What follows belongs to an exercise in optimizing a design on an open flow for small area and a short achievable clock period; a production flow would make more cautious choices. Where RTL was checked, it was by simulation tests only, not by an equivalence proof against the original.

v36:
## enigma_part3
module enigma_part3(clk, srst_n, load, encrypt, crypt_mode, table_idx, code_in, code_out, code_valid);
Size in the first run: ~6900 cells after synthesis, about 990 flip-flops, ~0.061 mm² of cells after synthesis.
export LEC_CHECK = 0
export CAP_MARGIN = 20
export CORE_MARGIN = 2
export CORE_UTILIZATION = 25
export PLACE_DENSITY = 0.35
export SLEW_MARGIN = 20
export TNS_END_PERCENT = 5
create_clock -name core_clock -period 30.0 [get_ports {clk}]
standard.sh (not shown) runs the stock make flow with config.mk's settings and CLKGATE_MAP_FILE= SYNTH_SCRIPT=/design/flow/synth_recipe.tcl, a recipe that flattens the netlist after the stock synthesis.
==> flow/flow/run.sh <==
#!/bin/bash
# Layout through the standard.sh. Synthesis is the standard flow's script with abc run on
# flow/yos.abc (yosys's default mapping script) instead of ORFS's speed script,
# and with adders left to abc rather than mapped to full-adder cells;
# ports buffered with buf_4; clock tree without dummy loads; timing repair is asked for a setup margin so
# the long paths get sized up.
cd "$(dirname "$0")/.."
export MY_ABC_SCRIPT=$PWD/flow/yos.abc
bash standard.sh SYNTH_SCRIPT=$PWD/flow/my_synth.tcl ADDER_MAP_FILE= synth > synth.log 2>&1
bash standard.sh SETUP_SLACK_MARGIN=16.5 "BUFFER_PORTS_ARGS=-inputs -outputs -buffer_cell sky130_fd_sc_hd__buf_4" "CTS_ARGS=-sink_clustering_enable -repair_clock_nets -dont_use_dummy_load -buf_list sky130_fd_sc_hd__clkbuf_4" finish > standard.log 2>&1
==> flow/flow/my_synth.tcl <==
# The standard flow's synthesis script (synth_recipe.tcl), with abc run on the script named in MY_ABC_SCRIPT.
proc synth {args} { yosys synth -nofsm -noshare {*}$args }

proc abc {args} {
  set i [lsearch -exact $args -script]
  if {$i >= 0 && [info exists ::env(MY_ABC_SCRIPT)] && $::env(MY_ABC_SCRIPT) ne ""} {
    set args [lreplace $args [expr {$i + 1}] [expr {$i + 1}] $::env(MY_ABC_SCRIPT)]
  }
  if {[info exists ::env(MY_ABC_DONT_USE)]} {
    foreach c $::env(MY_ABC_DONT_USE) { lappend args -dont_use $c }
  }
  puts "abc (own script): $args"
  yosys abc {*}$args
}
source $::env(SCRIPTS_DIR)/synth.tcl
# left out here: clear keep_hierarchy, flatten, clean up, hide names made inside functions, write 1_2_yosys.v
==> flow/flow/yos.abc <==
strash
&get -n
&fraig -x
&put
scorr
dc2
dretime
strash
&get -n
&dch -f
&nf
&put
buffer
upsize
dnsize
stime -p
v36 ended with every stage complete and zero timing, DRC or antenna violations.
What v58 does differently from v36 at the input level:
--- a/flow/flow/run.sh
+++ b/flow/flow/run.sh
@@ -9,2 +9,2 @@
 bash standard.sh SYNTH_SCRIPT=$PWD/flow/my_synth.tcl ADDER_MAP_FILE= synth > synth.log 2>&1
-bash standard.sh SETUP_SLACK_MARGIN=16.5 "BUFFER_PORTS_ARGS=-inputs -outputs -buffer_cell sky130_fd_sc_hd__buf_4" "CTS_ARGS=-sink_clustering_enable -repair_clock_nets -dont_use_dummy_load -buf_list sky130_fd_sc_hd__clkbuf_4" finish > standard.log 2>&1
+bash standard.sh SETUP_SLACK_MARGIN=15.3 "BUFFER_PORTS_ARGS=-inputs -outputs -buffer_cell sky130_fd_sc_hd__buf_4" "CTS_ARGS=-sink_clustering_enable -repair_clock_nets -dont_use_dummy_load -buf_list sky130_fd_sc_hd__clkbuf_4" finish > standard.log 2>&1
- Looking at destination of the critical timing path, the bhi_q[2] result is from v36; the blo_q[1] one comes from v58.
- Comparing v58 with v36, the post-synthesis compound-gate area fraction came out essentially unchanged.
- Diff v58..v36 | well-tap cell count | negligible
- Per the comparison of v58 with v36, clock-buffer cell count lost 4; area of the multi-input gates lost about 2%; final cell count lost 186.
- v58 vs. v36: global-route usage fell by 1.1 points; total of plain and repair buffers excluding clock buffers fell 179.
> inputs changed (v58 -> v9)
==> flow/flow/run.sh <==
#!/bin/bash
# Layout through the standard.sh. Synthesis is the standard flow's script with abc run on
# flow/yos.abc (yosys's default mapping script) instead of ORFS's speed script;
# ports buffered with buf_4; clock tree without dummy loads; timing repair is asked for a setup margin so
# the long paths get sized up.
cd "$(dirname "$0")/.."
export MY_ABC_SCRIPT=$PWD/flow/yos.abc
bash standard.sh SYNTH_SCRIPT=$PWD/flow/my_synth.tcl synth > synth.log 2>&1
bash standard.sh SETUP_SLACK_MARGIN=15 "BUFFER_PORTS_ARGS=-inputs -outputs -buffer_cell sky130_fd_sc_hd__buf_4" "CTS_ARGS=-sink_clustering_enable -repair_clock_nets -dont_use_dummy_load -buf_list sky130_fd_sc_hd__clkbuf_4" finish > standard.log 2>&1
### Flow results
The maximum achievable frequency in v9 sits about 2.1% below the value recorded for v58. Looking only at utilization after layout, and setting everything else aside, the higher value of v58 and v9 goes to v58. Compared with v58, in v9 final instance area lost about 2%, routed wire length fell 4.6%. Lower number of optimization iterations in the first detailed-route pass was reported by v58, not v9. Mux contribution to synthesized area of v58 is on par with v9. Delta (v9 minus v58): post-synthesis cell area saw a decrease, worst setup slack saw a decrease.
Input-level comparison between v34 and v9:
==> flow/flow/run.sh <==
#!/bin/bash
# Layout through the standard.sh. Synthesis is the standard flow's script with abc run on
# flow/yos.abc (yosys's default mapping script) instead of ORFS's speed script,
# and with adders left to abc rather than mapped to full-adder cells;
# ports buffered with buf_4; clock tree without dummy loads; timing repair is asked for a setup margin so
# the long paths get sized up.
cd "$(dirname "$0")/.."
export MY_ABC_SCRIPT=$PWD/flow/yos.abc
bash standard.sh SYNTH_SCRIPT=$PWD/flow/my_synth.tcl ADDER_MAP_FILE= synth > synth.log 2>&1
bash standard.sh SETUP_SLACK_MARGIN=15.8 "BUFFER_PORTS_ARGS=-inputs -outputs -buffer_cell sky130_fd_sc_hd__buf_4" "CTS_ARGS=-sink_clustering_enable -repair_clock_nets -dont_use_dummy_load -buf_list sky130_fd_sc_hd__clkbuf_4" finish > standard.log 2>&1
--- outcome ---
- v34 vs. v9: wire length on met1 shows a reduction of about 4%; final worst hold slack shows a reduction of 0.024 ns; worst setup slack up 0.84 ns.
For v4, these inputs were changed with respect to v34:
Settings: TNS_END_PERCENT: 5 -> 25.
### Flow results
- Comparing v4 with v34, the final wirelength came out essentially unchanged.
- Diff v4..v34 | via count | negligible
- Setup slack after layout: v4 < v34
- Row fmax: v4 lower / v34 higher
- Worst hold margin, v34 and v4: higher on v4
Edits applied to the flow inputs when going from v4 to v59:
Settings: changing TNS_END_PERCENT from 25 to 5.
--- a/flow/flow/run.sh
+++ b/flow/flow/run.sh
@@ -8,2 +8,4 @@
 export MY_ABC_SCRIPT=$PWD/flow/yos.abc
+# the weakest sizes of the slow OR gates kept out of the mapping
+export MY_ABC_DONT_USE="sky130_fd_sc_hd__or4_1 sky130_fd_sc_hd__or4b_1 sky130_fd_sc_hd__or3_1 sky130_fd_sc_hd__or3b_1 sky130_fd_sc_hd__a2111oi_0"
 bash standard.sh SYNTH_SCRIPT=$PWD/flow/my_synth.tcl ADDER_MAP_FILE= synth > synth.log 2>&1
Notes after the runs:
- Cell at the slowest stage of the critical path: sky130_fd_sc_hd__nor4b_2 -> v59, sky130_fd_sc_hd__nor4_1 -> v4
- v59: clock buffer count from CTS is about 1.5% higher than what v4 reported.
- Summary: with v4 as the reference, count of non-CTS buffers in the layout in v59 moved down by more than 10%.
- Changes observed in v59 relative to v4: number of clock buffers in the layout higher; total wire length lower; wire length of the first global-routing pass lower.
- Diff v4 -> v59 | post-placement cell count | up slightly
- Compared with v4, in v59 synthesized area per cell increased by 0.049 µm² relative to the old numbers, worst setup slack decreased by 0.13 ns relative to the old numbers.


Setup of tundra:
enigma_part3, a different RTL version from the one above (not shown whole).
For scale: ~0.074 mm^2 of cells after synthesis.
clock: 30.0 ns
lec_check: 0
cap_margin: 20
core_margin: 2
core_utilization: 35
cts_buf_list: sky130_fd_sc_hd__clkbuf_8
place_density: 0.5
slew_margin: 20
tns_end_percent: 5
==> flow/flow/run.sh <==
#!/bin/bash
# Layout through the standard.sh, with timing repair asked for a setup
# margin so that the gates on the long paths get sized up.
cd "$(dirname "$0")/.."
bash standard.sh SETUP_SLACK_MARGIN=17 finish > standard.log 2>&1
tundra reached the final stage; the timing, design-rule and antenna checks on its layout passed.
The following lists how willow was set up differently from tundra:
- swapping 35 for 25 in CORE_UTILIZATION
- swapping 0.5 for 0.35 in PLACE_DENSITY
Findings:
Required arrival time at the worst endpoint came out lower on willow than on tundra.
Diff willow and tundra: non-clock buffer area fraction after layout higher in willow
From tundra to willow the numbers moved as follows: die area climbed 40%, worst max-slew margin expressed relative to the limit increased by 0.60 points relative to the old numbers, final cell utilization of the core went down 11 points, minimum period implied by the final worst setup slack dropped 0.21 ns, sequential fraction of total cell area moved down.
Count of filler cells inserted in the layout of willow exceeds that of tundra by more than a quarter.
Critical path depth ended up 2.6% higher on willow than on tundra.
willow gives less number of violations reported at the end of detailed-routing iteration 0 than tundra did.


## before
Another version of the RTL of enigma_part3 (not shown whole).
For scale: roughly 6,600 cells after synthesis, about 990 flip-flops, roughly 20 I/O pins, about 0.060 mm² of cells after synthesis.
==> flow/config.mk <==
export PLATFORM = sky130hd
export DESIGN_NAME = enigma_part3
export DESIGN_NICKNAME = enigma_part3
export VERILOG_FILES = /design/flow/design.v
export SDC_FILE = /design/flow/constraint.sdc
export NUM_CORES = 8
export LEC_CHECK = 0
export CAP_MARGIN = 20
export CORE_MARGIN = 2
export CORE_UTILIZATION = 25
export PLACE_DENSITY = 0.35
export SLEW_MARGIN = 20
export TNS_END_PERCENT = 5
==> flow/constraint.sdc <==
create_clock -name core_clock -period 30.0 [get_ports {clk}]
set_input_delay 6.0000 -clock core_clock [delete_from_list [all_inputs] [get_ports {clk}]]
set_output_delay 6.0000 -clock core_clock [all_outputs]
set_load 0.01 [all_outputs]
==> flow/flow/run.sh <==
#!/bin/bash
# Layout through the standard.sh. Synthesis is the standard flow's script with abc run on
# flow/yos.abc (yosys's default mapping script) instead of ORFS's speed script;
# ports buffered with buf_4; clock tree without dummy loads; timing repair is asked for a setup margin so
# the long paths get sized up.
cd "$(dirname "$0")/.."
export MY_ABC_SCRIPT=$PWD/flow/yos.abc
# the weakest sizes of the slow OR gates kept out of the mapping
export MY_ABC_DONT_USE="sky130_fd_sc_hd__or4_1 sky130_fd_sc_hd__or4b_1 sky130_fd_sc_hd__or3_1 sky130_fd_sc_hd__or3b_1 sky130_fd_sc_hd__a2111oi_0"
bash standard.sh SYNTH_SCRIPT=$PWD/flow/my_synth.tcl synth > synth.log 2>&1
bash standard.sh SETUP_SLACK_MARGIN=15 "BUFFER_PORTS_ARGS=-inputs -outputs -buffer_cell sky130_fd_sc_hd__buf_4" "CTS_ARGS=-sink_clustering_enable -repair_clock_nets -dont_use_dummy_load -buf_list sky130_fd_sc_hd__clkbuf_4" finish > standard.log 2>&1
Scripts as last shown in full above: flow/flow/my_synth.tcl, flow/flow/yos.abc
before: flow completed, timing, DRC and antenna clean
diff inputs: before => after
diff --git a/flow/flow/run.sh b/flow/flow/run.sh
--- a/flow/flow/run.sh
+++ b/flow/flow/run.sh
@@ -7,4 +7,2 @@
 export MY_ABC_SCRIPT=$PWD/flow/yos.abc
-# the weakest sizes of the slow OR gates kept out of the mapping
-export MY_ABC_DONT_USE="sky130_fd_sc_hd__or4_1 sky130_fd_sc_hd__or4b_1 sky130_fd_sc_hd__or3_1 sky130_fd_sc_hd__or3b_1 sky130_fd_sc_hd__a2111oi_0"
 bash standard.sh SYNTH_SCRIPT=$PWD/flow/my_synth.tcl synth > synth.log 2>&1
==> summary.txt <==
Final routed wire length divided by cell count, before and after: lower on before. Between after and before, the fraction of area in multi-input gates does not differ in any meaningful way. Compare before and after | worst-case hold slack higher: before. after -> before: number of setup violations in the final report delta 0, exact match. Looking at before and after, the final clock period utilization by the worst path is a wash. Looking at clock skew across before and after, the one that comes out lower is after. Status: post-synthesis share of cell area spent on xor and xnor gates parity (before, after). When the final numbers for before and after were put side by side, the data arrival time of the critical path turned out to be greater in after.
Function was not checked in any run of this note: the RTL went through the layout flow alone.

==> port drivers added, routing unchanged <==
No port has a modelled driver above. Below, the same layouts with a new extraction and two added sets of constraints. Step 1 assumes that a clkbuf_16 drives the clock port and a buf_2 every other input. Step 2 moves the port delays by t, midway between the first and last clock arrival at a register: inputs arrive t later, outputs are due t later. That takes back most of the time a late clock gives input paths. Three values: ideal, step 1, step 2; two values: the first two.
run	t (ns)	slack for setup (ns)	worst setup path at the end	worst data-port slew with drivers (ns)
v36	1.423	15.910 / 15.890 / 14.474	input to register	0.23
v58	1.423	15.313 / 15.334 / 13.941	input to register	0.06
v9	1.450	14.992 / 15.010 / 13.560	input to register	0.08
v34	1.446	15.831 / 15.770 / 14.410	input to register	0.08
v4	1.402	15.764 / 15.790 / 14.388	input to register	0.08
v59	1.400	15.630 / 15.692 / 14.292	input to register	0.04
tundra	1.156	15.029 / 15.077 / 13.921	input to register	0.06
willow	1.152	15.235 / 15.179 / 14.027	input to register	0.21
before	1.434	14.814 / 14.851 / 13.416	input to register	0.07
after	1.469	14.817 / 14.746 / 13.277	input to register	0.27
After both steps every run listed still meets setup and hold. The setup slack of after, which loses most, moves by -0.071 ns with the drivers and by -1.540 ns with both steps.
